Background: an optimization exercise with open tools, aiming at a short achievable clock period and few clock cycles. Do not read the settings as production practice. Only simulation tests tie the RTL to the original design; equivalence was not proved. No activity file was given, so power comes from the tool's default toggle rates.

==> flow/config.mk <==
export PLATFORM = sky130hd
export DESIGN_NAME = zbuf_raster
export DESIGN_NICKNAME = zbuf_raster
export VERILOG_FILES = /design/flow/design.v
export SDC_FILE = /design/flow/constraint.sdc
export NUM_CORES = 4
export LEC_CHECK = 0
export ABC_CLOCK_PERIOD_IN_PS = 2500
export CAP_MARGIN = 20
export CORE_MARGIN = 2
export CORE_UTILIZATION = 40
export SETUP_SLACK_MARGIN = 3.0
export SLEW_MARGIN = 20
export TNS_END_PERCENT = 100
==> flow/constraint.sdc <==
create_clock -name core_clock -period 6.0 [get_ports {clk}]
set_input_delay 1.2000 -clock core_clock [delete_from_list [all_inputs] [get_ports {clk}]]
set_output_delay 1.2000 -clock core_clock [all_outputs]
set_load 0.01 [all_outputs]
==> flow/design.v <==
module fsm_b1 (
    input  logic clk,
    input  logic rst,
    input  logic req_1,
    output logic busy_next,        
    input  logic emit_ok,
    output logic emit,
    output logic init_br,
    output logic go,
    output logic stage2,
    output logic load,             
    input  logic busy_a,
    input  logic busy_b,
    input  logic eol_a,
    input  logic eol_b
);
    typedef enum logic [2:0] {Wait, Setup, Init, Axis, First, Row, Min} fsm_t;
    fsm_t state, next_state;
    logic next_stage2;
    always_ff @(posedge clk) begin
        if (rst == 1'b0) begin
            state  <= Wait;
            stage2 <= 1'b0;
        end else begin
            state  <= next_state;
            stage2 <= next_stage2;
        end
    end
    always_comb begin
        next_state  = state;
        next_stage2 = stage2;
        emit    = 1'b0;
        init_br = 1'b0;
        go      = 1'b0;
        load    = 1'b0;
        case (state)
            Wait: begin
                next_stage2 = 1'b0;
                if (req_1 == 1'b0) next_state = Setup;
            end
            Setup: begin
                load = 1'b1;
                next_state = Init;
            end
            Init: begin
                init_br = 1'b1;
                next_state = Axis;
            end
            Axis: next_state = First;
            First:
                if (emit_ok) begin
                    emit = 1'b1;
                    go   = 1'b1;
                    next_state = Row;
                end
            Row:
                if (!busy_a && !busy_b && emit_ok) begin
                    emit = 1'b1;
                    if ((stage2 && (eol_a || eol_b)) || (eol_a && eol_b)) begin
                        next_state = Wait;
                    end else if (eol_a || eol_b) begin
                        next_stage2 = 1'b1;
                        next_state = Min;
                    end else begin
                        go = 1'b1;
                    end
                end
            Min: begin
                load = 1'b1;
                next_state = Init;
            end
            default: next_state = Wait;
        endcase
        busy_next = (next_state != Wait);
    end
endmodule
module initiator (
    input  logic        stage2,       
    input  logic [23:0] point_a,
    input  logic [23:0] point_b,
    input  logic [23:0] point_c,
    input  logic [23:0] point_out_a,
    input  logic [23:0] point_out_b,
    input  logic [23:0] b,            
    input  logic [23:0] c,
    input  logic [23:0] point_max,    
    input  logic [23:0] point_1,
    input  logic [23:0] point_2,
    output logic [23:0] next_point_max,
    output logic [23:0] next_point_1,
    output logic [23:0] next_point_2,
    output logic [23:0] next_b,
    output logic [23:0] next_c
);
    logic [7:0] ya, yb, yc;
    assign ya = point_a[15:8];
    assign yb = point_b[15:8];
    assign yc = point_c[15:8];
    always_comb begin
        next_point_max = point_max;
        next_point_1   = point_1;
        next_point_2   = point_2;
        next_b         = b;
        next_c         = c;
        if (!stage2) begin
            if (ya == yb && ya < yc) begin
                next_point_max = point_c; next_point_1 = point_b; next_point_2 = point_a;
                next_b = point_a; next_c = point_c;
            end else if (yc == yb && yc < ya) begin
                next_point_max = point_a; next_point_1 = point_b; next_point_2 = point_c;
                next_b = point_b; next_c = point_c;
            end else if (ya == yc && ya < yb) begin
                next_point_max = point_b; next_point_1 = point_c; next_point_2 = point_a;
                next_b = point_a; next_c = point_c;
            end else if (ya <= yb && ya <= yc) begin
                next_point_max = point_a; next_point_1 = point_b; next_point_2 = point_c;
                next_b = point_b; next_c = point_c;
            end else if (yb <= ya && yb <= yc) begin
                next_point_max = point_b; next_point_1 = point_a; next_point_2 = point_c;
                next_b = point_a; next_c = point_c;
            end else begin
                next_point_max = point_c; next_point_1 = point_a; next_point_2 = point_b;
                next_b = point_a; next_c = point_b;
            end
        end else begin
            if (point_out_b == b) begin
                next_point_max = c; next_point_1 = b; next_point_2 = point_out_a;
            end else if (point_out_b == c) begin
                next_point_max = b; next_point_1 = c; next_point_2 = point_out_a;
            end else if (point_out_a == b) begin
                next_point_max = c; next_point_1 = b; next_point_2 = point_out_b;
            end else if (point_out_a == c) begin
                next_point_max = b; next_point_1 = c; next_point_2 = point_out_b;
            end
        end
    end
endmodule
module brensenham_line (
    input  logic clk,
    input  logic rst,
    input  logic init,
    input  logic go,
    output logic busy,
    output logic at_b,
    input  logic [23:0] point_a,    
    input  logic [23:0] point_b,    
    output logic [23:0] point_out
);
    localparam logic [1:0] MX = 2'd0, MY = 2'd1, MZ = 2'd2;
    logic [7:0] x, y, z;
    logic [7:0] xb, yb, zb;
    logic [7:0] dx, dy, dz;
    logic       xs, ys, zs;           
    logic       setup;                
    logic [1:0] mode;
    logic [8:0] p1, p2;
    logic [8:0] ia1, ib1, ia2, ib2;       
    logic [7:0] xb_m, yb_m, zb_m;     
    logic [7:0] yo_m;                 
    logic       yo_ne_yb;             
    assign point_out = {x, y, z};
    assign at_b = (x == xb) && (y == yb) && (z == zb);
    function [7:0] stp;
        input [7:0] v;
        input       s;
        stp = s ? v + 8'd1 : v - 8'd1;
    endfunction
    logic [7:0] nx, ny, nz;
    logic [8:0] np1, np2;
    logic       cont;                 
    logic       guard;                
    always_comb begin
        nx = x; ny = y; nz = z;
        np1 = p1 + (p1[8] ? ib1 : ia1);
        np2 = p2 + (p2[8] ? ib2 : ia2);
        cont = 1'b0;
        guard = 1'b0;
        case (mode)
            MX: begin
                nx = stp(x, xs);
                if (!p1[8]) ny = stp(y, ys);
                if (!p2[8]) nz = stp(z, zs);
                guard = (x != xb);
                cont = (p1[8] && (y != yb))
                    || (((x != xb_m) || (p2[8] ? (z != zb) : (z != zb_m)))
                        && (p1[8] ? (y == yb) : (y == yb_m)));
            end
            MY: begin
                ny = stp(y, ys);
                if (!p1[8]) nx = stp(x, xs);
                if (!p2[8]) nz = stp(z, zs);
                guard = (y != yb);
                cont = 1'b0;
            end
            default: begin
                nz = stp(z, zs);
                if (!p1[8]) ny = stp(y, ys);
                if (!p2[8]) nx = stp(x, xs);
                guard = (z != zb);
                cont = ((p1[8] ? yo_ne_yb : ((y == yo_m) && (y != yb_m))) && (z != zb_m))
                    || (((p2[8] ? (x != xb) : (x != xb_m)) || (z != zb_m))
                        && (p1[8] ? (y == yb) : (y == yb_m)));
            end
        endcase
    end
    logic step;
    assign step = busy || (go && guard);
    always_ff @(posedge clk) begin
        if (rst == 1'b0) begin
            busy  <= 1'b0;
            setup <= 1'b0;
        end else begin
            setup <= init;
            if (init) begin
                busy <= 1'b0;
                x  <= point_a[23:16];
                y  <= point_a[15:8];
                z  <= point_a[7:0];
                xb <= point_b[23:16];
                yb <= point_b[15:8];
                zb <= point_b[7:0];
                xs <= point_a[23:16] < point_b[23:16];
                ys <= point_a[15:8]  < point_b[15:8];
                zs <= point_a[7:0]   < point_b[7:0];
                dx <= (point_a[23:16] < point_b[23:16]) ? point_b[23:16] - point_a[23:16] : point_a[23:16] - point_b[23:16];
                dy <= (point_a[15:8]  < point_b[15:8])  ? point_b[15:8]  - point_a[15:8]  : point_a[15:8]  - point_b[15:8];
                dz <= (point_a[7:0]   < point_b[7:0])   ? point_b[7:0]   - point_a[7:0]   : point_a[7:0]   - point_b[7:0];
            end else if (setup) begin
                xb_m     <= stp(xb, !xs);
                yb_m     <= stp(yb, !ys);
                zb_m     <= stp(zb, !zs);
                yo_m     <= stp(y, !ys);
                yo_ne_yb <= (y != yb);
                if (dx >= dy && dx >= dz) begin
                    mode <= MX;
                    p1 <= 9'(2*dy - dx);
                    p2 <= 9'(2*dz - dx);
                    ia1 <= 9'(2*dy - 2*dx);
                    ib1 <= 9'(2*dy);
                    ia2 <= 9'(2*dz - 2*dx);
                    ib2 <= 9'(2*dz);
                end else if (dy >= dx && dy >= dz) begin
                    mode <= MY;
                    p1 <= 9'(2*dx - dy);
                    p2 <= 9'(2*dz - dy);
                    ia1 <= 9'(2*dx - 2*dy);
                    ib1 <= 9'(2*dx);
                    ia2 <= 9'(2*dz - 2*dy);
                    ib2 <= 9'(2*dz);
                end else begin
                    mode <= MZ;
                    p1 <= 9'(2*dy - dz);
                    p2 <= 9'(2*dx - dz);
                    ia1 <= 9'(2*dy - 2*dz);
                    ib1 <= 9'(2*dy);
                    ia2 <= 9'(2*dx - 2*dz);
                    ib2 <= 9'(2*dx);
                end
            end else if (step) begin
                x  <= nx;
                y  <= ny;
                z  <= nz;
                p1 <= np1;
                p2 <= np2;
                busy <= cont;
            end
        end
    end
endmodule
module b1 (
    input  logic clk,
    input  logic rst,
    input  logic req_1,
    output logic busy_next,
    input  logic emit_ok,
    output logic emit,
    input  logic [23:0] point_a,
    input  logic [23:0] point_b,
    input  logic [23:0] point_c,
    output logic [23:0] point_out_a,
    output logic [23:0] point_out_b
);
    logic init_br, go, stage2, load;
    logic busy_a, busy_b, eol_a, eol_b;
    logic [23:0] point_max, point_1, point_2, reg_b, reg_c;
    logic [23:0] n_max, n_1, n_2, n_b, n_c;
    fsm_b1 u_fsm_b1 (
        .clk       ( clk ),
        .rst       ( rst ),
        .req_1     ( req_1 ),
        .busy_next ( busy_next ),
        .emit_ok   ( emit_ok ),
        .emit      ( emit ),
        .init_br   ( init_br ),
        .go        ( go ),
        .stage2    ( stage2 ),
        .load      ( load ),
        .busy_a    ( busy_a ),
        .busy_b    ( busy_b ),
        .eol_a     ( eol_a ),
        .eol_b     ( eol_b )
    );
    initiator u_initiator (
        .stage2         ( stage2 ),
        .point_a        ( point_a ),
        .point_b        ( point_b ),
        .point_c        ( point_c ),
        .point_out_a    ( point_out_a ),
        .point_out_b    ( point_out_b ),
        .b              ( reg_b ),
        .c              ( reg_c ),
        .point_max      ( point_max ),
        .point_1        ( point_1 ),
        .point_2        ( point_2 ),
        .next_point_max ( n_max ),
        .next_point_1   ( n_1 ),
        .next_point_2   ( n_2 ),
        .next_b         ( n_b ),
        .next_c         ( n_c )
    );
    always_ff @(posedge clk) begin
        if (load) begin
            point_max <= n_max;
            point_1   <= n_1;
            point_2   <= n_2;
            reg_b     <= n_b;
            reg_c     <= n_c;
        end
    end
    brensenham_line u_bresenham_line_a (
        .clk       ( clk ),
        .rst       ( rst ),
        .init      ( init_br ),
        .go        ( go ),
        .busy      ( busy_a ),
        .at_b      ( eol_a ),
        .point_a   ( point_max ),
        .point_b   ( point_1 ),
        .point_out ( point_out_a )
    );
    brensenham_line u_bresenham_line_b (
        .clk       ( clk ),
        .rst       ( rst ),
        .init      ( init_br ),
        .go        ( go ),
        .busy      ( busy_b ),
        .at_b      ( eol_b ),
        .point_a   ( point_max ),
        .point_b   ( point_2 ),
        .point_out ( point_out_b )
    );
endmodule
module b2_with_z #(
    parameter int K = 4
) (
    input  logic clk,
    input  logic rst,
    input  logic emit,          
    output logic emit_ok,       
    output logic pending,       
    input  logic [23:0] point_out_a,
    input  logic [23:0] point_out_b,
    input  logic [23:0] rgb,
    output logic [7:0]  rdata,
    output logic [7:0]  gdata,
    output logic [7:0]  bdata,
    output logic [15:0] waddr,
    output logic [15:0] raddr,
    output logic we,
    output logic [7:0] zdata_out,
    input  logic [7:0] zdata_in
);
    localparam int DEPTH = 8;
    localparam int NM = 2*K;        
    localparam int W = 52 + K + 18*NM + 16*K;
    logic       c_v;
    logic [7:0] c_xa, c_za, c_xb, c_zb, c_y, c_dx, c_dz;
    logic       c_xs, c_zs;    
    logic       d_v;
    logic [7:0] d_xa, d_za, d_xb, d_zb, d_y;
    logic       d_xs, d_zs, d_axis;
    logic [8:0] d_p0, d_inca, d_incb;
    logic       e_v;
    logic [7:0] e_xa, e_za, e_xb, e_zb, e_y;
    logic       e_xs, e_zs, e_axis;
    logic [8:0] e_p0, e_inca;
    logic [9*NM-1:0] e_m;
    logic [W-1:0] f_q;
    logic       f_v;
    logic [W-1:0] q [DEPTH];
    logic [2:0] q_rd, q_wr;
    logic [3:0] q_cnt;
    logic [3:0] occ;              
    logic [W-1:0] qh;
    logic       s_v;
    logic [7:0] s_x, s_z, s_y, s_xb;
    logic       s_xs, s_zs, s_axis;
    logic [8:0] s_p;              
    logic [K-1:0] s_s;            
    logic [9*NM-1:0] s_m, s_mn;   
    logic [8*K-1:0] s_ze, s_zz;
    logic        v1;
    logic [15:0] a1;
    logic [7:0]  z1;
    logic        f2, f3;          
    logic        we3;
    logic [15:0] a3;
    logic [7:0]  z3;
    logic pop;
    always_ff @(posedge clk) begin
        if (rst == 1'b0) begin
            c_v <= 1'b0; d_v <= 1'b0; e_v <= 1'b0; f_v <= 1'b0;
        end else begin
            c_v <= emit; d_v <= c_v; e_v <= d_v; f_v <= e_v;
        end
        c_xa <= point_out_a[23:16];
        c_za <= point_out_a[7:0];
        c_xb <= point_out_b[23:16];
        c_y  <= point_out_b[15:8];
        c_zb <= point_out_b[7:0];
        c_xs <= point_out_a[23:16] < point_out_b[23:16];
        c_zs <= point_out_a[7:0]   < point_out_b[7:0];
        c_dx <= (point_out_a[23:16] < point_out_b[23:16]) ? point_out_b[23:16] - point_out_a[23:16]
                                                          : point_out_a[23:16] - point_out_b[23:16];
        c_dz <= (point_out_a[7:0] < point_out_b[7:0]) ? point_out_b[7:0] - point_out_a[7:0]
                                                      : point_out_a[7:0] - point_out_b[7:0];
        d_xa <= c_xa; d_za <= c_za; d_xb <= c_xb; d_zb <= c_zb; d_y <= c_y;
        d_xs <= c_xs; d_zs <= c_zs;
        d_axis <= (c_dx >= c_dz);
        if (c_dx >= c_dz) begin
            d_p0   <= 9'(2*c_dz - c_dx);
            d_inca <= 9'(2*c_dz - 2*c_dx);
            d_incb <= 9'(2*c_dz);
        end else begin
            d_p0   <= 9'(2*c_dx - c_dz);
            d_inca <= 9'(2*c_dx - 2*c_dz);
            d_incb <= 9'(2*c_dx);
        end
        e_xa <= d_xa; e_za <= d_za; e_xb <= d_xb; e_zb <= d_zb; e_y <= d_y;
        e_xs <= d_xs; e_zs <= d_zs; e_axis <= d_axis;
        e_p0 <= d_p0; e_inca <= d_inca;
        for (int j = 0; j < NM; j++) e_m[9*j +: 9] <= 9'(j * d_incb);
        f_q <= f_next;
    end
    logic [W-1:0] f_next;
    always_comb begin
        f_next = '0;
        f_next[39:0]  = {e_xa, e_za, e_y, e_xb, e_zb};
        f_next[42:40] = {e_xs, e_zs, e_axis};
        f_next[51:43] = e_p0;
        for (int j = 0; j < K; j++) begin
            f_next[52 + j] = e_sp[j][8];
            f_next[52 + K + 8*j +: 8]       = e_zs ? 8'(e_zb - j) : 8'(e_zb + j);
            f_next[52 + K + 8*K + 8*j +: 8] = e_zs ? 8'(0 - j) : 8'(j);
        end
        for (int j = 0; j < NM; j++) begin
            f_next[52 + 17*K + 9*j +: 9]      = e_m[9*j +: 9];
            f_next[52 + 17*K + 9*NM + 9*j +: 9] = 9'(e_m[9*j +: 9] + e_inca);
        end
    end
    logic [8:0] e_sp [K];
    always_comb
        for (int j = 0; j < K; j++) e_sp[j] = 9'(e_p0 + e_m[9*j +: 9]);
    assign qh = q[q_rd];
    assign emit_ok = (occ <= DEPTH - 1);
    logic [8*K-1:0] h_ze, h_zz;
    logic [9*NM-1:0] h_m, h_mn;
    always_comb begin
        h_ze = qh[52 + K +: 8*K];
        h_zz = qh[52 + 9*K +: 8*K];
        h_m  = qh[52 + 17*K +: 9*NM];
        h_mn = qh[52 + 17*K + 9*NM +: 9*NM];
    end
    logic [8:0] am [NM];      
    logic [8:0] an [NM];      
    logic [7:0] zj [K+1];     
    logic       endj [K];     
    logic       inc [K+1];    
    logic       sel [K];      
    logic       s_last;
    logic [7:0] g_zmin, nx_x, nx_z;
    logic [8:0] nx_p;
    logic [K-1:0] nx_s;
    always_comb begin
        for (int j = 0; j < NM; j++) begin
            am[j] = s_p + s_m[9*j +: 9];
            an[j] = s_p + s_mn[9*j +: 9];
        end
        zj[0] = s_z;
        for (int j = 1; j <= K; j++) zj[j] = s_zs ? 8'(s_z + j) : 8'(s_z - j);
        for (int j = 0; j < K; j++) endj[j] = (s_x == s_xb) && (s_z == s_ze[8*j +: 8]);
        inc[0] = 1'b1;
        for (int j = 1; j < K; j++)
            inc[j] = inc[j-1] && !s_axis && s_s[j-1] && !endj[j-1]
                     && (s_z != s_zz[8*j +: 8]) && (s_z != 8'd0);
        inc[K] = 1'b0;
        for (int j = 0; j < K; j++) sel[j] = inc[j] && !inc[j+1];
        s_last = 1'b0;
        g_zmin = s_z;
        nx_x = s_x; nx_z = s_z; nx_p = s_p; nx_s = s_s;
        for (int j = 0; j < K; j++) begin
            if (sel[j]) begin
                s_last = endj[j];
                g_zmin = s_zs ? s_z : zj[j];
                if (s_s[j]) begin
                    nx_p = am[j+1];
                    for (int i = 0; i < K; i++) nx_s[i] = am[j+1+i][8];
                    nx_x = s_axis ? (s_xs ? s_x + 8'd1 : s_x - 8'd1) : s_x;
                    nx_z = s_axis ? s_z : zj[j+1];
                end else begin
                    nx_p = an[j];
                    for (int i = 0; i < K; i++) nx_s[i] = an[j+i][8];
                    nx_x = s_xs ? s_x + 8'd1 : s_x - 8'd1;
                    nx_z = zj[j+1];
                end
            end
        end
    end
    assign pop = (q_cnt != 0) && (!s_v || s_last);
    logic wr1, t_in, t2, t3;
    always_comb begin
        t_in = (zdata_in == 8'd0) || !(zdata_in < z1);
        t2   = (zdata_out == 8'd0) || !(zdata_out < z1);
        t3   = (z3 == 8'd0) || !(z3 < z1);
        if (f2 && we)        wr1 = v1 && t2;
        else if (f3 && we3)  wr1 = v1 && t3;
        else                 wr1 = v1 && t_in;
    end
    assign pending = emit || (occ != 0) || s_v || v1;
    always_ff @(posedge clk) begin
        if (rst == 1'b0) begin
            q_rd  <= 0;
            q_wr  <= 0;
            q_cnt <= 0;
            occ   <= 0;
            s_v   <= 1'b0;
            v1    <= 1'b0;
            we    <= 1'b0;
            we3   <= 1'b0;
        end else begin
            if (f_v) begin
                q[q_wr] <= f_q;
                q_wr    <= q_wr + 1'b1;
            end
            if (pop) q_rd <= q_rd + 1'b1;
            q_cnt <= q_cnt + (f_v ? 4'd1 : 4'd0) - (pop ? 4'd1 : 4'd0);
            occ   <= occ + (emit ? 4'd1 : 4'd0) - (pop ? 4'd1 : 4'd0);
            s_v   <= pop || (s_v && !s_last);
            v1    <= s_v;
            we    <= wr1;
            we3   <= we;
        end
        if (pop) begin
            {s_x, s_z, s_y, s_xb} <= qh[39:8];
            {s_xs, s_zs, s_axis}  <= qh[42:40];
            s_p  <= qh[51:43];
            s_s  <= qh[52 +: K];
            s_ze <= h_ze;
            s_zz <= h_zz;
            s_m  <= h_m;
            s_mn <= h_mn;
        end else begin
            s_x <= nx_x;
            s_z <= nx_z;
            s_p <= nx_p;
            s_s <= nx_s;
        end
        a1 <= {s_y, s_x};
        z1 <= g_zmin;
        f2 <= (a1 == {s_y, s_x});
        f3 <= (waddr == {s_y, s_x});
        waddr     <= a1;
        zdata_out <= z1;
        rdata     <= (rgb[23:16] < z1) ? 8'd0 : rgb[23:16] - z1;
        gdata     <= (rgb[15:8]  < z1) ? 8'd0 : rgb[15:8]  - z1;
        bdata     <= (rgb[7:0]   < z1) ? 8'd0 : rgb[7:0]   - z1;
        a3  <= waddr;
        z3  <= zdata_out;
    end
    assign raddr = {s_y, s_x};
endmodule
module zbuf_raster (
    input  logic        clk,
    input  logic        rst,
    input  logic        req_1,
    output logic        ack_1,
    input  logic [23:0] point_a,
    input  logic [23:0] point_b,
    input  logic [23:0] point_c,
    input  logic [23:0] rgb,
    output logic        we,
    output logic [15:0] waddr,
    output logic [7:0]  rdata,
    output logic [7:0]  gdata,
    output logic [7:0]  bdata,
    output logic [7:0]  zdata_out,
    output logic [15:0] raddr,
    input  logic [7:0]  zdata_in
);
logic [23:0] point_out_a, point_out_b;
logic emit, emit_ok, b1_busy, fill_pending;
logic [23:0] pa_r, pb_r, pc_r, rgb_r;
always_ff @(posedge clk) begin
    pa_r  <= point_a;
    pb_r  <= point_b;
    pc_r  <= point_c;
    rgb_r <= rgb;
end
b1 u_b1(
    .clk         ( clk ),
    .rst         ( rst ),
    .req_1       ( req_1 ),
    .busy_next   ( b1_busy ),
    .emit_ok     ( emit_ok ),
    .emit        ( emit ),
    .point_a     ( pa_r ),
    .point_b     ( pb_r ),
    .point_c     ( pc_r ),
    .point_out_a ( point_out_a ),
    .point_out_b ( point_out_b )
);
b2_with_z u_b2_with_z (
    .clk         ( clk ),
    .rst         ( rst ),
    .emit        ( emit ),
    .emit_ok     ( emit_ok ),
    .pending     ( fill_pending ),
    .point_out_a ( point_out_a ),
    .point_out_b ( point_out_b ),
    .rgb         ( rgb_r ),
    .rdata       ( rdata ),
    .gdata       ( gdata ),
    .bdata       ( bdata ),
    .waddr       ( waddr ),
    .zdata_in    ( zdata_in ),
    .zdata_out   ( zdata_out ),
    .raddr       ( raddr ),
    .we          ( we )
);
always_ff @(posedge clk) begin
    if (rst == 1'b0) ack_1 <= 1'b0;
    else             ack_1 <= b1_busy | fill_pending;
end
endmodule
==> flow/run.sh <==
#!/bin/bash
# synth_recipe.tcl (not shown) runs the flow's synth.tcl, then flattens the netlist and writes it again
# the make line also repeats each setting of config.mk as NAME=value (left out here)
make -C /OpenROAD-flow-scripts/flow DESIGN_CONFIG=/design/flow/config.mk WORK_HOME=/design/flow/orfs CLKGATE_MAP_FILE= SYNTH_SCRIPT=/design/flow/synth_recipe.tcl finish
==> metrics.csv, run 1 <==
stage,metric,value,unit
grt,GR Overflow Total,0,
routing,Initial DRT Pass Iterations,6,
critical_path,"Largest stage delay, worst path",0.43,ns
die,IO Pins,173,
critical_path,Top delay family on crit path,compound AO/OA/AOI/OAI gates,
clocking,hold buffer count at cts,0,
critical_path,crit path cell chain,clkinvlp_4 > buf_8 > buf_6 > ha_4 > nand2_4 > nor3_4 > a311o_2 > a211oi_4 > a21oi_4 > buf_12 > nor2_8 > xor2_2 > ha_2 > inv_2 > fa_2 > xnor2_1 > and2_1,
final_layout,Final nets,9955,
synth,register bit count reported by yosys,2378,
power,pwr dens,448,mW/mm^2
routing,initial drt markers,6328,
clocking,"Clk Latency, worst-skew pair",0.90,ns
sta,Worst Skew,0.0907,ns
grt,total track usage,22.8,%
status,outcome,"complete, no violations",
power,net switching power,21.5,mW
critical_path,CP Buf/Inv Count,5,
power,Leak Pwr,51.4,nW
critical_path,WP data arrival,4.20,ns
sta,Final Hold Viols,0,
clocking,H-tree depth,4,
sta,Max Fclk,294,MHz
power,maximum VDD drop,367,uV
die,Die Y,534,um
flow_run,Max-cap violations,0,
synth,"EDFF count, synth",1804,
sta,final slew viol count,0,
routing,Routed WL,339000,um
critical_path,WS Path Type,register to register,
grt,largest net degree at the start of global routing,101,
placed_design,dpl cells,11896,
clocking,Worst-path clk slew,0.07,ns
synth,"Seq/Total Area, Yosys",58.3,%
sta,RSZ-0062 raised after global routing,yes,
grt,initial antenna violation count,18,
routing,DR DRC count,0,
critical_path,CP startpoint kind,register,
routing,Vias,72398,
synth,Cells after Synth,8179,
placed_design,gp weighted congestion,0.936,
final_layout,most frequent cells in the layout,"edfxtp_1, ha_1, dfxtp_1",
routing,Avg Vias per Cell,5.55,
final_layout,"non-filler cells, final",13033,
sta,"Period Utilization, post-route",56.7,%
final_layout,Syn-to-layout area delta,23.3,%
sta,Final min period,3.40,ns
clocking,CTS tree,built,
critical_path,CP max stage cell,a311o_2,
critical_path,Worst EP required,6.80,ns
routing,ANT nets after route,0,
sta,worst-margin pin slew,0.883,ns
worst_hold_path,Hold Path Class,register to register,
synth,"Top FF cell, synth",edfxtp_1,
sta,setup tns final,0,ns
power,switch share,34.6,%
placed_design,post-DP HPWL,219000,um
sta,Final setup viols,0,
power,Comb pwr share,37.9,%
final_layout,"most common cell after layout, fill and taps aside",edfxtp_1,
critical_path,critical-path maximum fanout,6,
sta,Worst slew margin,41.0,%
power,Pwr Total,62.2,mW
clocking,Num CTS Buffers,248,
power,internal power,40.7,mW
die,row cnt,194,
power,Clk pwr share,24.9,%
synth,YS warnings,13,
die,core area,0.280,mm^2
clocking,Max clock buf depth,4,
synth,count of cell types in the netlist,102,
clocking,CTS Sinks,2378,
die,die span in x,534,um
critical_path,critical path endpoint category,register,
grt,first-pass GRT wire length,484000,um
routing,wire length per cell,26.0,um
final_layout,layout cell share with drive strength beyond 1,26.2,%
synth,Mapped Area,0.113,mm^2
synth,Synth Area per Inst,13.8,um^2
synth,ys async rst share,0,%
power,Flop pwr share,37.2,%
sta,hold_ws,0.263,ns
grt,number of global-route vias before repair,71895,
die,Initial Utilization,40.3,%
placed_design,port buffer count,172,
clocking,clk root buf,clkbuf_16,
die,Die ar.,0.286,mm^2
[power by group through the flow]
stage                     registers (mW)  logic [mW]  clock network, mW
after floorplan                     22.4        12.8                  0
after global placement              23.8        18.0                  0
after detailed placement            23.9        18.2                  0
after CTS                           23.1        21.8               15.8
after global routing                23.3        25.2               16.4
final                               23.1        23.5               15.5
[sequential cells by signal (all words and copies together) (netlist names), 16 cells and up, named ones only]
name               cells
u_b2_with_z.f_q      152
u_b2_with_z.q       1216
u_b1.point_2          24
u_b2_with_z.s_ze      30
rgb_r                 24
u_b2_with_z.a1        16
u_b2_with_z.e_m       27
u_b2_with_z.s_m       27
pb_r                  24
u_b2_with_z.s_mn      48
u_b2_with_z.waddr     16
pa_r                  24
u_b1.point_max        24
u_b1.reg_b            24
u_b1.point_1          24
u_b1.reg_c            24
pc_r                  24
[path summary, 6_finish.rpt]
check / cells after the start / from / slack (ns) / end
max: 17 / u_b2_with_z.s_zz[30] / 2.60 / u_b2_with_z.occ[2]
min: 0 / u_b2_with_z.d_xb[2] / 0.26 / u_b2_with_z.e_xb[2]
max reg2reg: 17 / u_b2_with_z.s_zz[30] / 2.60 / u_b2_with_z.occ[2]
min reg2reg: 0 / u_b2_with_z.d_xb[2] / 0.26 / u_b2_with_z.e_xb[2]
[synth_stat cells (all sizes together) (48+ instances only)]
master	n	share of area, %
mux2i	170	1.5
nor2b	117	0.65
nand2	358	1.2
a22oi	73	0.49
a31oi	63	0.37
edfxtp	1804	48
nor3	59	0.28
fa	93	1.7
nor4	60	0.37
o22ai	66	0.37
clkbuf	201	0.67
nand2b	99	0.55
ha	663	7.4
nand4	51	0.28
o31ai	48	0.32
a211oi	66	0.44
mux4	304	6.1
a21o	183	1.2
o21bai	79	0.54
a21oi	410	1.8
mux2	214	2.1
xnor2	435	3.4
nor2	357	1.2
inv	443	1.5
o21ai	373	1.7
dfxtp	574	10
buf	136	0.61
xor2	286	2.2
[kinds of logic after synthesis]
| group | after synthesis | share of synthesized area, % |
|---|---|---|
| DFF | 2378 | 58.3 |
| and+or+nand+nor | 1231 | 5.26 |
| adders and majority gates | 756 | 9.02 |
| AOI/OAI and AO/OA | 1620 | 9.24 |
| xor gates and xnor gates | 721 | 5.63 |
| other | 1 | 0.00333 |
| buffers and inverters | 784 | 2.77 |
| muxes | 688 | 9.73 |
[layer usage]
| layer | vias to the layer above | global-route usage, % | part of all wire (%) |
|---|---|---|---|
| li1 | 32386 | - | - |
| met1 | 36556 | 30.1 | 41 |
| met2 | 2744 | 37.4 | 47 |
| met3 | 712 | 3.11 | 6.2 |
| met4 | 0 | 10.5 | 5.5 |
| met5 | - | 0 | 0 |
[repair_timing]
action | in CTS | in global routing
pin swaps | 189 | 217
setup endpoints to repair | 844 | 558
buffers inserted | 423 | 178
gates resized for setup | 754 | 514
cloned | 47 | 22
[per-stage QoR]
step | worst slack, ns | area [um^2] | utilization (%)
2_1_floorplan | 0.524 | 113000 | -
3_3_place_gp | 1.36 | 119000 | 42.6
3_5_place_dp | 1.28 | 119000 | 42.6
4_1_cts | 2.69 | 135000 | 48.2
5_1_grt | 2.49 | 139000 | 49.6
6_report | 2.60 | 139000 | 49.6
[final cells by class]
| cell class | instances | area, um^2 |
|---|---|---|
| Fill cell | 23606 | 141000 |
| Sequential cell | 2378 | 65700 |
| Multi-Input combinational cell | 5041 | 48000 |
| Timing Repair Buffer | 966 | 10200 |
| Clock buffer | 336 | 7120 |
| Tap cell | 3724 | 4660 |
| Inverter | 447 | 1760 |
| Clock inverter | 125 | 1160 |
| Timing Repair inverter | 10 | 80.1 |
| Antenna cell | 6 | 15.0 |
Testbench counts, summed over its fixed seeds: cycles 119,747.
==> inputs of run 2 (changes only) <==
--- a/flow/design.v
+++ b/flow/design.v
@@ -211,59 +211,61 @@
             setup <= 1'b0;
         end else begin
             setup <= init;
-            if (init) begin
-                busy <= 1'b0;
-                x  <= point_a[23:16];
-                y  <= point_a[15:8];
-                z  <= point_a[7:0];
-                xb <= point_b[23:16];
-                yb <= point_b[15:8];
-                zb <= point_b[7:0];
-                xs <= point_a[23:16] < point_b[23:16];
-                ys <= point_a[15:8]  < point_b[15:8];
-                zs <= point_a[7:0]   < point_b[7:0];
-                dx <= (point_a[23:16] < point_b[23:16]) ? point_b[23:16] - point_a[23:16] : point_a[23:16] - point_b[23:16];
-                dy <= (point_a[15:8]  < point_b[15:8])  ? point_b[15:8]  - point_a[15:8]  : point_a[15:8]  - point_b[15:8];
-                dz <= (point_a[7:0]   < point_b[7:0])   ? point_b[7:0]   - point_a[7:0]   : point_a[7:0]   - point_b[7:0];
-            end else if (setup) begin
-                xb_m     <= stp(xb, !xs);
-                yb_m     <= stp(yb, !ys);
-                zb_m     <= stp(zb, !zs);
-                yo_m     <= stp(y, !ys);
-                yo_ne_yb <= (y != yb);
-                if (dx >= dy && dx >= dz) begin
-                    mode <= MX;
-                    p1 <= 9'(2*dy - dx);
-                    p2 <= 9'(2*dz - dx);
-                    ia1 <= 9'(2*dy - 2*dx);
-                    ib1 <= 9'(2*dy);
-                    ia2 <= 9'(2*dz - 2*dx);
-                    ib2 <= 9'(2*dz);
-                end else if (dy >= dx && dy >= dz) begin
-                    mode <= MY;
-                    p1 <= 9'(2*dx - dy);
-                    p2 <= 9'(2*dz - dy);
-                    ia1 <= 9'(2*dx - 2*dy);
-                    ib1 <= 9'(2*dx);
-                    ia2 <= 9'(2*dz - 2*dy);
-                    ib2 <= 9'(2*dz);
-                end else begin
-                    mode <= MZ;
-                    p1 <= 9'(2*dy - dz);
-                    p2 <= 9'(2*dx - dz);
-                    ia1 <= 9'(2*dy - 2*dz);
-                    ib1 <= 9'(2*dy);
-                    ia2 <= 9'(2*dx - 2*dz);
-                    ib2 <= 9'(2*dx);
-                end
-            end else if (step) begin
-                x  <= nx;
-                y  <= ny;
-                z  <= nz;
-                p1 <= np1;
-                p2 <= np2;
-                busy <= cont;
+            if (init)      busy <= 1'b0;
+            else if (step) busy <= cont;
+        end
+    end
+    always_ff @(posedge clk) begin
+        if (init) begin
+            x  <= point_a[23:16];
+            y  <= point_a[15:8];
+            z  <= point_a[7:0];
+            xb <= point_b[23:16];
+            yb <= point_b[15:8];
+            zb <= point_b[7:0];
+            xs <= point_a[23:16] < point_b[23:16];
+            ys <= point_a[15:8]  < point_b[15:8];
+            zs <= point_a[7:0]   < point_b[7:0];
+            dx <= (point_a[23:16] < point_b[23:16]) ? point_b[23:16] - point_a[23:16] : point_a[23:16] - point_b[23:16];
+            dy <= (point_a[15:8]  < point_b[15:8])  ? point_b[15:8]  - point_a[15:8]  : point_a[15:8]  - point_b[15:8];
+            dz <= (point_a[7:0]   < point_b[7:0])   ? point_b[7:0]   - point_a[7:0]   : point_a[7:0]   - point_b[7:0];
+        end else if (setup) begin
+            xb_m     <= stp(xb, !xs);
+            yb_m     <= stp(yb, !ys);
+            zb_m     <= stp(zb, !zs);
+            yo_m     <= stp(y, !ys);
+            yo_ne_yb <= (y != yb);
+            if (dx >= dy && dx >= dz) begin
+                mode <= MX;
+                p1  <= 9'(2*dy - dx);
+                p2  <= 9'(2*dz - dx);
+                ia1 <= 9'(2*dy - 2*dx);
+                ib1 <= 9'(2*dy);
+                ia2 <= 9'(2*dz - 2*dx);
+                ib2 <= 9'(2*dz);
+            end else if (dy >= dx && dy >= dz) begin
+                mode <= MY;
+                p1  <= 9'(2*dx - dy);
+                p2  <= 9'(2*dz - dy);
+                ia1 <= 9'(2*dx - 2*dy);
+                ib1 <= 9'(2*dx);
+                ia2 <= 9'(2*dz - 2*dy);
+                ib2 <= 9'(2*dz);
+            end else begin
+                mode <= MZ;
+                p1  <= 9'(2*dy - dz);
+                p2  <= 9'(2*dx - dz);
+                ia1 <= 9'(2*dy - 2*dz);
+                ib1 <= 9'(2*dy);
+                ia2 <= 9'(2*dx - 2*dz);
+                ib2 <= 9'(2*dx);
             end
+        end else if (step) begin
+            x  <= nx;
+            y  <= ny;
+            z  <= nz;
+            p1 <= np1;
+            p2 <= np2;
         end
     end
 endmodule
@@ -372,7 +374,17 @@
 );
     localparam int DEPTH = 8;
     localparam int NM = 2*K;        
-    localparam int W = 52 + K + 18*NM + 16*K;
+    localparam int LK = (K >= 8) ? 3 : (K >= 4) ? 2 : 1;    
+    localparam int O_PT  = 0;                  
+    localparam int O_FL  = 32;                 
+    localparam int O_XBM = 36;                 
+    localparam int O_P0  = 44;                 
+    localparam int O_S0  = 53;                 
+    localparam int O_ZQ  = O_S0 + K;           
+    localparam int O_ZE  = O_ZQ + K;           
+    localparam int O_M   = O_ZE + 8*NM;        
+    localparam int O_MN  = O_M + 9*NM;         
+    localparam int W     = O_MN + 9*NM;
     logic       c_v;
     logic [7:0] c_xa, c_za, c_xb, c_zb, c_y, c_dx, c_dz;
     logic       c_xs, c_zs;    
@@ -381,24 +393,27 @@
     logic       d_xs, d_zs, d_axis;
     logic [8:0] d_p0, d_inca, d_incb;
     logic       e_v;
-    logic [7:0] e_xa, e_za, e_xb, e_zb, e_y;
+    logic [7:0] e_xa, e_za, e_xb, e_y, e_xbm;
     logic       e_xs, e_zs, e_axis;
     logic [8:0] e_p0, e_inca;
     logic [9*NM-1:0] e_m;
+    logic [8*NM-1:0] e_ze;
     logic [W-1:0] f_q;
     logic       f_v;
     logic [W-1:0] q [DEPTH];
     logic [2:0] q_rd, q_wr;
-    logic [3:0] q_cnt;
-    logic [3:0] occ;              
+    logic [DEPTH-1:0] q_cnt;      
+    logic [DEPTH-1:0] occ;        
     logic [W-1:0] qh;
     logic       s_v;
-    logic [7:0] s_x, s_z, s_y, s_xb;
+    logic [7:0] s_x, s_z, s_y, s_xbm;
     logic       s_xs, s_zs, s_axis;
+    logic       s_xeq;            
+    logic [K-1:0] s_zq;           
     logic [8:0] s_p;              
     logic [K-1:0] s_s;            
     logic [9*NM-1:0] s_m, s_mn;   
-    logic [8*K-1:0] s_ze, s_zz;
+    logic [8*NM-1:0] s_ze;
     logic        v1;
     logic [15:0] a1;
     logic [7:0]  z1;
@@ -436,87 +451,104 @@
             d_inca <= 9'(2*c_dx - 2*c_dz);
             d_incb <= 9'(2*c_dx);
         end
-        e_xa <= d_xa; e_za <= d_za; e_xb <= d_xb; e_zb <= d_zb; e_y <= d_y;
+        e_xa <= d_xa; e_za <= d_za; e_xb <= d_xb; e_y <= d_y;
+        e_xbm <= d_xs ? d_xb - 8'd1 : d_xb + 8'd1;
         e_xs <= d_xs; e_zs <= d_zs; e_axis <= d_axis;
         e_p0 <= d_p0; e_inca <= d_inca;
-        for (int j = 0; j < NM; j++) e_m[9*j +: 9] <= 9'(j * d_incb);
+        for (int j = 0; j < NM; j++) begin
+            e_m[9*j +: 9]  <= 9'(j * d_incb);
+            e_ze[8*j +: 8] <= d_zs ? 8'(d_zb - j) : 8'(d_zb + j);
+        end
         f_q <= f_next;
     end
     logic [W-1:0] f_next;
+    logic [8:0] e_sp [K];
     always_comb begin
+        for (int j = 0; j < K; j++) e_sp[j] = 9'(e_p0 + e_m[9*j +: 9]);
         f_next = '0;
-        f_next[39:0]  = {e_xa, e_za, e_y, e_xb, e_zb};
-        f_next[42:40] = {e_xs, e_zs, e_axis};
-        f_next[51:43] = e_p0;
+        f_next[O_PT +: 32] = {e_xa, e_za, e_y, e_xb};
+        f_next[O_FL +: 4]  = {e_xs, e_zs, e_axis, e_xa == e_xb};
+        f_next[O_XBM +: 8] = e_xbm;
+        f_next[O_P0 +: 9]  = e_p0;
         for (int j = 0; j < K; j++) begin
-            f_next[52 + j] = e_sp[j][8];
-            f_next[52 + K + 8*j +: 8]       = e_zs ? 8'(e_zb - j) : 8'(e_zb + j);
-            f_next[52 + K + 8*K + 8*j +: 8] = e_zs ? 8'(0 - j) : 8'(j);
+            f_next[O_S0 + j] = e_sp[j][8];
+            f_next[O_ZQ + j] = (e_za == e_ze[8*j +: 8]);
         end
+        f_next[O_ZE +: 8*NM] = e_ze;
         for (int j = 0; j < NM; j++) begin
-            f_next[52 + 17*K + 9*j +: 9]      = e_m[9*j +: 9];
-            f_next[52 + 17*K + 9*NM + 9*j +: 9] = 9'(e_m[9*j +: 9] + e_inca);
+            f_next[O_M + 9*j +: 9]  = e_m[9*j +: 9];
+            f_next[O_MN + 9*j +: 9] = 9'(e_m[9*j +: 9] + e_inca);
         end
     end
-    logic [8:0] e_sp [K];
-    always_comb
-        for (int j = 0; j < K; j++) e_sp[j] = 9'(e_p0 + e_m[9*j +: 9]);
     assign qh = q[q_rd];
-    assign emit_ok = (occ <= DEPTH - 1);
-    logic [8*K-1:0] h_ze, h_zz;
-    logic [9*NM-1:0] h_m, h_mn;
-    always_comb begin
-        h_ze = qh[52 + K +: 8*K];
-        h_zz = qh[52 + 9*K +: 8*K];
-        h_m  = qh[52 + 17*K +: 9*NM];
-        h_mn = qh[52 + 17*K + 9*NM +: 9*NM];
-    end
+    assign emit_ok = !occ[DEPTH-1];
     logic [8:0] am [NM];      
     logic [8:0] an [NM];      
     logic [7:0] zj [K+1];     
-    logic       endj [K];     
+    logic       zc [NM];      
+    logic       safe;         
     logic       inc [K+1];    
     logic       sel [K];      
     logic       s_last;
+    logic       eq_stay, eq_move;
     logic [7:0] g_zmin, nx_x, nx_z;
     logic [8:0] nx_p;
-    logic [K-1:0] nx_s;
+    logic [K-1:0] nx_s, nx_zq;
+    logic       nx_xeq;
     always_comb begin
         for (int j = 0; j < NM; j++) begin
             am[j] = s_p + s_m[9*j +: 9];
             an[j] = s_p + s_mn[9*j +: 9];
+            zc[j] = (s_z == s_ze[8*j +: 8]);
         end
         zj[0] = s_z;
         for (int j = 1; j <= K; j++) zj[j] = s_zs ? 8'(s_z + j) : 8'(s_z - j);
-        for (int j = 0; j < K; j++) endj[j] = (s_x == s_xb) && (s_z == s_ze[8*j +: 8]);
+        safe = s_zs ? ((s_z != 8'd0) && (s_z[7:LK] != '1)) : (s_z[7:LK] != '0);
+        eq_stay = s_xeq;
+        eq_move = (s_x == s_xbm);
         inc[0] = 1'b1;
         for (int j = 1; j < K; j++)
-            inc[j] = inc[j-1] && !s_axis && s_s[j-1] && !endj[j-1]
-                     && (s_z != s_zz[8*j +: 8]) && (s_z != 8'd0);
+            inc[j] = inc[j-1] && !s_axis && safe && s_s[j-1] && !(s_xeq && s_zq[j-1]);
         inc[K] = 1'b0;
         for (int j = 0; j < K; j++) sel[j] = inc[j] && !inc[j+1];
         s_last = 1'b0;
+        for (int j = 0; j < K; j++) s_last = s_last || (inc[j] && s_xeq && s_zq[j]);
         g_zmin = s_z;
-        nx_x = s_x; nx_z = s_z; nx_p = s_p; nx_s = s_s;
+        nx_x = s_x; nx_z = s_z; nx_p = s_p; nx_s = s_s; nx_zq = s_zq; nx_xeq = s_xeq;
         for (int j = 0; j < K; j++) begin
             if (sel[j]) begin
-                s_last = endj[j];
                 g_zmin = s_zs ? s_z : zj[j];
                 if (s_s[j]) begin
                     nx_p = am[j+1];
                     for (int i = 0; i < K; i++) nx_s[i] = am[j+1+i][8];
-                    nx_x = s_axis ? (s_xs ? s_x + 8'd1 : s_x - 8'd1) : s_x;
-                    nx_z = s_axis ? s_z : zj[j+1];
+                    if (s_axis) begin
+                        nx_x = s_xs ? s_x + 8'd1 : s_x - 8'd1;
+                        nx_xeq = eq_move;
+                        nx_z = s_z;
+                        for (int i = 0; i < K; i++) nx_zq[i] = zc[i];
+                    end else begin
+                        nx_x = s_x;
+                        nx_xeq = s_xeq;
+                        nx_z = zj[j+1];
+                        for (int i = 0; i < K; i++) nx_zq[i] = zc[j+1+i];
+                    end
                 end else begin
                     nx_p = an[j];
                     for (int i = 0; i < K; i++) nx_s[i] = an[j+i][8];
                     nx_x = s_xs ? s_x + 8'd1 : s_x - 8'd1;
+                    nx_xeq = eq_move;
                     nx_z = zj[j+1];
+                    for (int i = 0; i < K; i++) nx_zq[i] = zc[j+1+i];
                 end
             end
         end
     end
-    assign pop = (q_cnt != 0) && (!s_v || s_last);
+    assign pop = q_cnt[0] && (!s_v || s_last);
+    logic [DEPTH-1:0] q_cnt_up, q_cnt_dn, occ_up, occ_dn;
+    assign q_cnt_up = f_v  ? {q_cnt[DEPTH-2:0], 1'b1} : q_cnt;
+    assign q_cnt_dn = f_v  ? q_cnt : {1'b0, q_cnt[DEPTH-1:1]};
+    assign occ_up   = emit ? {occ[DEPTH-2:0], 1'b1} : occ;
+    assign occ_dn   = emit ? occ : {1'b0, occ[DEPTH-1:1]};
     logic wr1, t_in, t2, t3;
     always_comb begin
         t_in = (zdata_in == 8'd0) || !(zdata_in < z1);
@@ -526,7 +558,7 @@
         else if (f3 && we3)  wr1 = v1 && t3;
         else                 wr1 = v1 && t_in;
     end
-    assign pending = emit || (occ != 0) || s_v || v1;
+    assign pending = emit || occ[0] || s_v || v1;
     always_ff @(posedge clk) begin
         if (rst == 1'b0) begin
             q_rd  <= 0;
@@ -538,32 +570,33 @@
             we    <= 1'b0;
             we3   <= 1'b0;
         end else begin
-            if (f_v) begin
-                q[q_wr] <= f_q;
-                q_wr    <= q_wr + 1'b1;
-            end
+            if (f_v) q_wr <= q_wr + 1'b1;
             if (pop) q_rd <= q_rd + 1'b1;
-            q_cnt <= q_cnt + (f_v ? 4'd1 : 4'd0) - (pop ? 4'd1 : 4'd0);
-            occ   <= occ + (emit ? 4'd1 : 4'd0) - (pop ? 4'd1 : 4'd0);
+            q_cnt <= pop ? q_cnt_dn : q_cnt_up;
+            occ   <= pop ? occ_dn : occ_up;
             s_v   <= pop || (s_v && !s_last);
             v1    <= s_v;
             we    <= wr1;
             we3   <= we;
         end
+        if (f_v) q[q_wr] <= f_q;
         if (pop) begin
-            {s_x, s_z, s_y, s_xb} <= qh[39:8];
-            {s_xs, s_zs, s_axis}  <= qh[42:40];
-            s_p  <= qh[51:43];
-            s_s  <= qh[52 +: K];
-            s_ze <= h_ze;
-            s_zz <= h_zz;
-            s_m  <= h_m;
-            s_mn <= h_mn;
+            {s_x, s_z, s_y}  <= qh[O_PT + 8 +: 24];
+            {s_xs, s_zs, s_axis, s_xeq} <= qh[O_FL +: 4];
+            s_xbm <= qh[O_XBM +: 8];
+            s_p   <= qh[O_P0 +: 9];
+            s_s   <= qh[O_S0 +: K];
+            s_zq  <= qh[O_ZQ +: K];
+            s_ze  <= qh[O_ZE +: 8*NM];
+            s_m   <= qh[O_M +: 9*NM];
+            s_mn  <= qh[O_MN +: 9*NM];
         end else begin
-            s_x <= nx_x;
-            s_z <= nx_z;
-            s_p <= nx_p;
-            s_s <= nx_s;
+            s_x   <= nx_x;
+            s_z   <= nx_z;
+            s_p   <= nx_p;
+            s_s   <= nx_s;
+            s_zq  <= nx_zq;
+            s_xeq <= nx_xeq;
         end
         a1 <= {s_y, s_x};
         z1 <= g_zmin;
--- a/flow/config.mk
+++ b/flow/config.mk
@@ -5,10 +5,10 @@
 export SDC_FILE = /design/flow/constraint.sdc
 export NUM_CORES = 4
 export LEC_CHECK = 0
-export ABC_CLOCK_PERIOD_IN_PS = 2500
+export ABC_CLOCK_PERIOD_IN_PS = 2000
 export CAP_MARGIN = 20
 export CORE_MARGIN = 2
 export CORE_UTILIZATION = 40
-export SETUP_SLACK_MARGIN = 3.0
+export SETUP_SLACK_MARGIN = 4.0
 export SLEW_MARGIN = 20
 export TNS_END_PERCENT = 100
==> metrics.csv, run 2 <==
stage,metric,value,unit
placed_design,Place WS,1.44,ns
sta,Final setup viols,0,
final_layout,layout cell share with drive strength beyond 1,38.0,%
grt,largest net degree at the start of global routing,68,
routing,Routed WL,419000,um
clocking,Max clock buf depth,4,
clocking,CTS tree,built,
synth,synth top area cells,"edfxtp_1, dfxtp_1, ha_1",
synth,most common cell in the netlist,edfxtp_1,
die,die span in x,563,um
die,row cnt,205,
routing,DR DRC count,0,
sta,Final Hold Viols,0,
sta,Worst slew margin,28.5,%
die,core area,0.311,mm^2
final_layout,max FFs per register,1440,
synth,Synth top area share,49.4,%
die,Initial Utilization,40.1,%
die,IO Pins,173,
clocking,CTS Sinks,2720,
synth,Synth Area per Inst,14.1,um^2
critical_path,crit path cell chain,inv_2 > buf_6 > ha_4 > fa_2 > nand2b_4 > a21oi_4 > o22ai_4 > buf_6 > mux2i_1 > a221o_1 > a31oi_4 > nand2_1 > xor2_1,
grt,GR Overflow Total,0,
critical_path,"most used cell, CP",buf_6,
final_layout,Final nets,11310,
grt,first-pass GRT wire length,585000,um
synth,ys async rst share,0,%
clocking,"Clk Latency, worst-skew pair",0.88,ns
sta,worst-margin pin slew,1.07,ns
synth,"Top FF cell, synth",edfxtp_1,
final_layout,total of fill cells in the finished design,24395,
critical_path,CP startpoint kind,register,
synth,Mapped Area,0.125,mm^2
synth,register bit count reported by yosys,2720,
critical_path,CP max stage cell,edfxtp_1,
critical_path,Top delay family on crit path,compound AO/OA/AOI/OAI gates,
power,Leak Pwr,62.1,nW
sta,Worst Skew,0.0618,ns
final_layout,most frequent cells in the layout,"edfxtp_1, buf_4, dfxtp_1",
critical_path,Worst EP required,6.60,ns
sta,RSZ-0062 raised after global routing,yes,
die,Die Y,563,um
status,outcome,"complete, no violations",
synth,YS warnings,13,
power,pwr dens,412,mW/mm^2
routing,Avg Vias per Cell,5.74,
routing,ANT nets after route,0,
sta,Final min period,3.21,ns
worst_hold_path,Hold Path Class,register to register,
critical_path,WS Path Type,register to register,
sta,Max Fclk,311,MHz
sta,setup tns final,0,ns
sta,fin worst setup slack,2.79,ns
die,Die ar.,0.317,mm^2
synth,"Seq/Total Area, Yosys",60.1,%
flow_run,Max-cap violations,0,
synth,Synth top cells by count,"edfxtp_1, dfxtp_1, ha_1",
final_layout,Syn-to-layout area delta,34.4,%
final_layout,"most common cell after layout, fill and taps aside",edfxtp_1,
placed_design,port buffer count,172,
critical_path,CP Buf/Inv Count,3,
sta,hold_ws,0.287,ns
routing,Initial DRT Pass Iterations,9,
routing,initial drt markers,9313,
final_layout,Largest regs,"u_b2_with_z.q (1440), u_b2_with_z.f_q (180)",
clocking,Worst-path clk slew,0.07,ns
clocking,clk root buf,clkbuf_16,
sta,final slew viol count,0,
synth,Cells after Synth,8836,
critical_path,critical path endpoint category,register,
power,maximum VDD drop,371,uV
clocking,H-tree depth,5,
synth,post-synth top area cell,edfxtp_1,
critical_path,"Largest stage delay, worst path",0.57,ns
routing,wire length per cell,28.2,um
synth,"EDFF count, synth",2056,
power,Pwr Total,69.1,mW
synth,count of cell types in the netlist,96,
grt,total track usage,25.1,%
routing,Vias,85135,
final_layout,Top reg by flops,u_b2_with_z.q,
critical_path,critical-path maximum fanout,6,
clocking,Num CTS Buffers,292,
sta,"Period Utilization, post-route",53.5,%
critical_path,WP data arrival,3.81,ns
grt,number of global-route vias before repair,84758,
placed_design,gp weighted congestion,0.970,
grt,initial antenna violation count,16,
placed_design,post-DP HPWL,227000,um
-- run 2: cell count changes in the layout (fill, tap and decap cells not counted), sizes merged, moves of 60 or more --
cell | previous run | this run
edfxtp | 1804 | 2056
nand2 | 359 | 464
buf | 780 | 1504
clkbuf | 354 | 414
dfxtp | 574 | 664
nor2 | 358 | 238
o21ai | 373 | 441
-- run 2: cell families (layout without fill, tap and decap cells) --
kind of cell	Yosys count	after routing	share of synthesized area [%]
AOI/OAI and AO/OA	1644	1646	8.61
xor gates and xnor gates	797	797	5.59
adders and majority gates	754	754	8.11
buffers and inverters	861	2689	2.74
DFF	2720	2720	60.1
muxes	745	745	9.80
other	1	35	0.00300
and+or+nand+nor	1314	1316	5.08
-- run 2: routing by layer --
layer  GRT usage (%)  vias up  routed length (um)
met5               0        -                   0
met4            12.3        0               25400
met3            3.84     1170               31000
met2            42.0     4127              200000
met1            31.9    43217              162000
li1                -    36621                   -
-- run 2: cell type report --
class / instances / area (um^2) / share of cell area, %
diodes: 13 / 32.5 / 0.0194
clock buffers: 398 / 8250 / 4.91
clock inverters: 135 / 1410 / 0.838
inverters: 492 / 2090 / 1.24
multi-input cells: 5280 / 55800 / 33.2
flip-flops and latches: 2720 / 75300 / 44.8
well taps: 4140 / 5180 / 3.08
repair buffers: 1640 / 19500 / 11.6
repair inverters: 24 / 369 / 0.220
-- run 2: path summary, 6_finish.rpt --
path                                           from                             to  slack [ns]  depth (start not counted)
worst min register to register  u_b2_with_z.c_xa[4]            u_b2_with_z.d_xa[4]        0.29                          0
worst min-delay path            u_b2_with_z.c_xa[4]            u_b2_with_z.d_xa[4]        0.29                          0
worst max-delay path              u_b1.point_max[8]  u_b1.u_bresenham_line_b.dy[5]        2.79                         13
worst max register to register    u_b1.point_max[8]  u_b1.u_bresenham_line_b.dy[5]        2.79                         13
-- run 2: through the flow --
| stage | cells | area, um^2 | utilization, % |
|---|---|---|---|
| finish | 14842 | 168000 | 53.9 |
| global route | 14834 | 168000 | 53.9 |
| CTS | 14495 | 161000 | 51.6 |
| detailed placement | 12900 | 132000 | 42.2 |
| global placement | 12900 | 132000 | 42.2 |
| floorplan | 8857 | 125000 | - |
-- run 2: power breakdown --
group | leakage [nW] | switching [mW] | total [mW] | internal (mW)
clock | 4.73 | 7.68 | 18.3 | 10.6
combinational | 33.1 | 13.1 | 24.5 | 11.5
sequential | 24.2 | 2.61 | 26.3 | 23.7
-- run 2: repair_timing --
item                                    in CTS  in global routing
gates resized for setup                   2392               1006
pin swaps                                  548                445
setup buffers                              911                315
hold buffers                                 0                  0
gates cloned                               151                 19
endpoints found under the setup margin    2454               1476
Testbench counts of run 2, summed over its fixed seeds: cycles 119,779.

[afterwards: timing with drivers on the ports]
In the flow no input, the clock included, has a driving cell. The finished layouts below were timed again as built, in two steps. Step 1: set_driving_cell puts a clkbuf_16 on clk and a buf_2 on each other input, an assumption about the parent block. Step 2 times the ports against the registers' clock, not the clock port: input delays grow and output delays shrink by t, the midpoint of the rising clock arrivals with the driver on. a / b / c = no drivers / after step 1 / after step 2; a / b = the first two.
| run | t, ns | setup slack, ns | latest minus earliest clock arrival (ns) |
|---|---|---|---|
| run 1 | 0.984 | 2.600 / 2.600 / 2.163 | 0.143 / 0.144 |
| run 2 | 0.945 | 2.787 / 2.787 / 2.787 | 0.079 / 0.079 |
After both steps every run listed still meets setup and hold. The setup slack of run 1, which loses most, moves by 0.000 ns with the drivers and by -0.437 ns with both steps.
